Context: an optimization exercise on an open-source flow, tuned for small area. The choices shown serve that exercise and are no tape-out recipe.
Only simulation tests tie the RTL to the original design; equivalence was not proved.
Power and IR-drop figures of this design are not reliable: the tool's default activity estimate is inflated in some of its runs.

==> wip/harbor: inputs <==
==> flow/design.v (excerpt) <==
module FIR(
    input rst,
    input clk,
    input en,
    input signed [15:0] din,
    output reg signed [15:0] dout
    );
make LEC_CHECK=0 CAP_MARGIN=20 CORE_MARGIN=2 CORE_UTILIZATION=50 CTS_BUF_LIST=sky130_fd_sc_hd__clkbuf_8 CTS_CLUSTER_DIAMETER=50 CTS_CLUSTER_SIZE=24 HOLD_SLACK_MARGIN=0 SLEW_MARGIN=20 finish   # period 12.0 ns
run.sh (not shown) runs the stock make flow with config.mk's settings and CLKGATE_MAP_FILE= SYNTH_SCRIPT=/design/flow/synth_recipe.tcl, a recipe that flattens the netlist after the stock synthesis.
==> inputs of wip/violet, as changes to wip/harbor <==
==> flow/config.mk (replaced) <==
export PLATFORM = sky130hd
export DESIGN_NAME = FIR
export DESIGN_NICKNAME = FIR
export VERILOG_FILES = /design/flow/design.v
export SDC_FILE = /design/flow/constraint.sdc
export NUM_CORES = 4
export LEC_CHECK = 0
export CAP_MARGIN = 0
export CORE_MARGIN = 2
export CORE_UTILIZATION = 50
export CTS_BUF_LIST = sky130_fd_sc_hd__clkbuf_4 sky130_fd_sc_hd__clkbuf_8
export CTS_CLUSTER_DIAMETER = 60
export CTS_CLUSTER_SIZE = 20
export GPL_TIMING_DRIVEN = 0
export HOLD_SLACK_MARGIN = 0
export SLEW_MARGIN = 0
==> inputs of wip/raven, as changes to wip/harbor <==
--- a/flow/config.mk
+++ b/flow/config.mk
@@ -9,7 +9,7 @@
 export CORE_MARGIN = 2
 export CORE_UTILIZATION = 50
-export CTS_BUF_LIST = sky130_fd_sc_hd__clkbuf_8
-export CTS_CLUSTER_DIAMETER = 50
-export CTS_CLUSTER_SIZE = 24
+export CTS_BUF_LIST = sky130_fd_sc_hd__clkbuf_4
+export CTS_CLUSTER_DIAMETER = 40
+export CTS_CLUSTER_SIZE = 12
 export HOLD_SLACK_MARGIN = 0
 export SLEW_MARGIN = 20
==> summary.txt <==
Power per cell area: wip/harbor 557 mW/mm²; wip/raven 556 mW/mm²; wip/violet 555 mW/mm²
Critical path startpoint: wip/harbor ptap[4]; wip/raven ptap[4]; wip/violet ptap[2]
Max Clock Freq: wip/harbor 87.8 MHz; wip/raven 88.2 MHz; wip/violet 86.7 MHz
Number of antenna violations at the first check in global routing: wip/harbor 0; wip/raven 2; wip/violet 0
Worst hold endpoint: wip/harbor ring[1][3]; wip/raven ring[6][0]; wip/violet ring[2][3]
Clock-cell share of area: wip/harbor 4.59%; wip/raven 3.43%; wip/violet 3.46%
Data arrival at the endpoint of the critical path: wip/harbor 11.88 ns; wip/raven 12.12 ns; wip/violet 12.02 ns
Post-route met1 wirelength: wip/harbor 16,800 µm; wip/raven 16,400 µm; wip/violet 19,500 µm
DP Worst Slack: wip/harbor 0.0370 ns; wip/raven 0.0370 ns; wip/violet -2.07 ns
Post-layout instance count excluding filler cells: wip/harbor 2,070; wip/raven 2,072; wip/violet 2,053
DRC violation total after the first TritonRoute iteration: wip/harbor 894; wip/raven 938; wip/violet 774
Outcome: wip/harbor finished clean; wip/raven finished clean; wip/violet finished clean
Number of buffers inserted to repair setup after CTS: wip/harbor 5; wip/raven 0; wip/violet 15
Share of post-route cells with drive strength above 1: wip/harbor 12.6%; wip/raven 12.4%; wip/violet 11.8%
Final period util: wip/harbor 94.9%; wip/raven 94.5%; wip/violet 96.1%
Final setup skew: wip/harbor 0.0657 ns; wip/raven 0.121 ns; wip/violet 0.0283 ns
Sequential Power Share: wip/harbor 22.8%; wip/raven 23.2%; wip/violet 23.0%
Pin count of the biggest net entering global routing: wip/harbor 32; wip/raven 32; wip/violet 22
DRT Pass-1 Iters: wip/harbor 6; wip/raven 7; wip/violet 6
Switching Share: wip/harbor 45.0%; wip/raven 44.9%; wip/violet 46.1%
Fill cells: wip/harbor 3,034; wip/raven 3,065; wip/violet 3,121
Final cell area excluding filler cells: wip/harbor 0.0207 mm²; wip/raven 0.0203 mm²; wip/violet 0.0205 mm²
Detailed-route wire length: wip/harbor 35,200 µm; wip/raven 34,900 µm; wip/violet 39,900 µm
Buffer count excluding the clock tree in the final layout: wip/harbor 119; wip/raven 107; wip/violet 118
Aggregate global-route resource usage: wip/harbor 19.0%; wip/raven 18.9%; wip/violet 21.5%

* * *

==> inputs of run a <==
==> flow/design.v <==
module FIR(
    input rst,
    input clk,
    input en,
    input signed [15:0] din,
    output reg signed [15:0] dout
    );
    reg        enable_id;
    reg [1:0]  counter_r;    
    reg [4:0]  index;        
    reg [4:0]  ptap;         
    reg [4:0]  live;         
    reg        pend;         
    reg [15:0] buffer;
    reg [15:0] ring [0:27];
    reg [31:0] acc;
    wire shift = (counter_r == 2'd1) || (index == 5'd28);
    wire wr    = (shift && ptap == 5'd27) || (pend && ptap == 5'd0);
    wire [15:0] dp = wr ? buffer : ring[1];
    wire        use_p  = enable_id && index != 5'd28 && ptap < live;
    wire [15:0] x      = use_p ? dp : 16'd0;
    wire [31:0] acc_in = (enable_id && index != 5'd0) ? acc : 32'd0;
    wire [4:0] cidx = (ptap > 5'd13) ? (5'd27 - ptap) : ptap;
    reg [24:0] bc;
    always @(*) begin
        case (cidx)
            5'd0: bc = 25'h0004911;
            5'd1: bc = 25'h0000908;
            5'd2: bc = 25'h0009294;
            5'd3: bc = 25'h0015220;
            5'd4: bc = 25'h0000428;
            5'd5: bc = 25'h0091244;
            5'd6: bc = 25'h0088234;
            5'd7: bc = 25'h0014414;
            5'd8: bc = 25'h0024a88;
            5'd9: bc = 25'h008ca82;
            5'd10: bc = 25'h1112024;
            5'd11: bc = 25'h008d031;
            5'd12: bc = 25'h0140851;
            default: bc = 25'h0408080;
        endcase
    end
    wire [18:0] x1 = {{3{x[15]}}, x};
    wire [18:0] x2 = {{2{x[15]}}, x, 1'b0};
    wire [18:0] x3 = x1 + x2;
    wire [18:0] x4 = {x[15], x, 2'b0};
    reg [31:0] sum;
    reg [31:0] k;
    reg [18:0] pp;
    integer j;
    always @(*) begin
        sum = acc_in;
        k = 32'd0;
        for (j = 0; j < 5; j = j + 1) begin
            pp = (bc[5*j] ? x1 : 19'd0) | (bc[5*j+1] ? x2 : 19'd0)
               | (bc[5*j+2] ? x3 : 19'd0) | (bc[5*j+3] ? x4 : 19'd0);
            pp = pp ^ {19{bc[5*j+4]}};
            sum = sum + ({13'd0, ~pp[18], pp[17:0]} << (3*j))
                      + ({31'd0, bc[5*j+4]} << (3*j));
            k = k - (32'd1 << (18 + 3*j));
        end
        sum = sum + k;
    end
    integer i;
    always @(posedge clk) begin
        ring[0] <= dp;
        for (i = 1; i < 27; i = i + 1)
            ring[i] <= ring[i+1];
        ring[27] <= ring[0];
        if (en && (wr || (!pend && !shift)))
            buffer <= din;
        acc <= sum;
    end
    always @(posedge clk or posedge rst) begin
        if (rst) begin
            enable_id <= 1'b0;
            counter_r <= 2'd0;
            index     <= 5'd0;
            ptap      <= 5'd27;
            live      <= 5'd0;
            pend      <= 1'b0;
        end else begin
            enable_id <= en;
            if (en && counter_r != 2'd2)
                counter_r <= counter_r + 2'd1;
            if (index == 5'd28)
                index <= 5'd0;
            else if (enable_id)
                index <= index + 5'd1;
            else
                index <= 5'd0;
            if (counter_r == 2'd0)
                ptap <= 5'd27;
            else if (!shift)
                ptap <= (ptap == 5'd0) ? 5'd27 : ptap - 5'd1;
            if (shift && live != 5'd28)
                live <= live + 5'd1;
            if (shift)
                pend <= !wr;
            else if (wr)
                pend <= 1'b0;
        end
    end
    always @(posedge clk) begin
        if (!rst && index == 5'd0)
            dout <= {acc[31], acc[29:15]};
    end
endmodule
==> flow/run.sh <==
#!/bin/bash
# synth_recipe.tcl (not shown) runs the flow's synth.tcl, then flattens the netlist and writes it again
# the make line also repeats each setting of config.mk as NAME=value (left out here)
make -C /OpenROAD-flow-scripts/flow DESIGN_CONFIG=/design/flow/config.mk WORK_HOME=/design/flow/orfs CLKGATE_MAP_FILE= SYNTH_SCRIPT=/design/flow/synth_recipe.tcl finish
==> flow/config.mk <==
export PLATFORM = sky130hd
export DESIGN_NAME = FIR
export DESIGN_NICKNAME = FIR
export VERILOG_FILES = /design/flow/design.v
export SDC_FILE = /design/flow/constraint.sdc
export NUM_CORES = 4
export LEC_CHECK = 0
export CAP_MARGIN = 20
export CORE_MARGIN = 2
export CORE_UTILIZATION = 40
export SLEW_MARGIN = 20
==> flow/constraint.sdc <==
create_clock -name core_clock -period 12.0 [get_ports {clk}]
set_input_delay 2.4000 -clock core_clock [delete_from_list [all_inputs] [get_ports {clk}]]
set_output_delay 2.4000 -clock core_clock [all_outputs]
set_load 0.01 [all_outputs]
==> inputs of run b, as changes to run a <==
==> flow/design.v, changed modules only <==
module FIR(
    input rst,
    input clk,
    input en,
    input signed [15:0] din,
    output reg signed [15:0] dout
    );
    reg        enable_id;
    reg [1:0]  counter_r;    
    reg [4:0]  index;        
    reg [4:0]  ptap;         
    reg [4:0]  live;         
    reg        pend;         
    reg [15:0] buffer;
    reg [15:0] ring [0:27];
    reg [31:0] acc;
    wire shift = (counter_r == 2'd1) || (index == 5'd28);
    wire wr    = (shift && ptap == 5'd27) || (pend && ptap == 5'd0);
    wire [15:0] dp = wr ? buffer : ring[1];
    wire signed [15:0] x  = (ptap < live) ? dp : 16'd0;
    wire [4:0] cidx = (ptap > 5'd13) ? (5'd27 - ptap) : ptap;
    reg signed [15:0] coef;
    always @(*) begin
        case (cidx)
            5'd0:  coef = 16'hFF9F;
            5'd1:  coef = 16'h00A4;
            5'd2:  coef = 16'h02A5;
            5'd3:  coef = 16'h0338;
            5'd4:  coef = 16'h004C;
            5'd5:  coef = 16'hFCB3;
            5'd6:  coef = 16'hFDF5;
            5'd7:  coef = 16'h03BD;
            5'd8:  coef = 16'h056C;
            5'd9:  coef = 16'hFD6A;
            5'd10: coef = 16'hF50B;
            5'd11: coef = 16'hFD47;
            5'd12: coef = 16'h188F;
            default: coef = 16'h3218;
        endcase
    end
    wire signed [31:0] prod = x * coef;
    integer i;
    always @(posedge clk) begin
        ring[0] <= dp;
        for (i = 1; i < 27; i = i + 1)
            ring[i] <= ring[i+1];
        ring[27] <= ring[0];
        if (en && (wr || (!pend && !shift)))
            buffer <= din;
    end
    always @(posedge clk or posedge rst) begin
        if (rst) begin
            enable_id <= 1'b0;
            counter_r <= 2'd0;
            index     <= 5'd0;
            ptap      <= 5'd27;
            live      <= 5'd0;
            pend      <= 1'b0;
            acc       <= 32'd0;
        end else begin
            enable_id <= en;
            if (en && counter_r != 2'd2)
                counter_r <= counter_r + 2'd1;
            if (index == 5'd28)
                index <= 5'd0;
            else if (enable_id)
                index <= index + 5'd1;
            else
                index <= 5'd0;
            if (counter_r == 2'd0)
                ptap <= 5'd27;
            else if (!shift)
                ptap <= (ptap == 5'd0) ? 5'd27 : ptap - 5'd1;
            if (shift && live != 5'd28)
                live <= live + 5'd1;
            if (shift)
                pend <= !wr;
            else if (wr)
                pend <= 1'b0;
            if (!enable_id)
                acc <= 32'd0;
            else if (index == 5'd0)
                acc <= prod;
            else if (index != 5'd28)
                acc <= acc + prod;
        end
    end
    always @(posedge clk) begin
        if (!rst && index == 5'd0)
            dout <= {acc[31], acc[29:15]};
    end
endmodule
==> summary.txt <==
Between run b and run a, the lower final area is in run a (gap about 21%, measured against run a). In run b the utilization is lower than in run a, by 0.79 points. Flip-flop and latch count is the same in run b and run a. Sequential power: run b is smaller than run a (8.7%). In run b the non-clock buffer count is higher than in run a, by 12. Sequential share of layout area: run b is lower than run a (8.0 points). Via count: run b is higher than run a (24%). Against run b, the maximum frequency of run a is larger by about 14%. Against run b, the clock power of run a is higher by about 4%.

## afterwards: timing with drivers on the ports
The results above use ideal ports. As a check the final layouts listed here were re-extracted and re-timed, cells and wires unchanged. Step 1 (the two cells are an assumption about what drives the block):
set clk [get_ports {clk}]
set_driving_cell -lib_cell sky130_fd_sc_hd__clkbuf_16 $clk
set_driving_cell -lib_cell sky130_fd_sc_hd__buf_2 [delete_from_list [all_inputs] $clk]
Step 2 moves the port delays by t, midway between the first and last clock arrival at a register: inputs arrive t later, outputs are due t later. That takes back most of the time a late clock gives input paths. Three values: ideal ports, drivers, drivers and shift; two values: the first two.
run	shift t [ns]	setup WS [ns]	worst setup path at the end
wip/harbor	0.669	0.610 / 0.610 / 0.610	register to register
wip/violet	0.652	0.470 / 0.470 / 0.470	register to register
wip/raven	0.827	0.661 / 0.661 / 0.661	register to register
run a	0.644	2.200 / 2.200 / 2.200	register to register
run b	0.636	0.835 / 0.835 / 0.835	register to register
After both steps setup and hold are still met in every run listed.
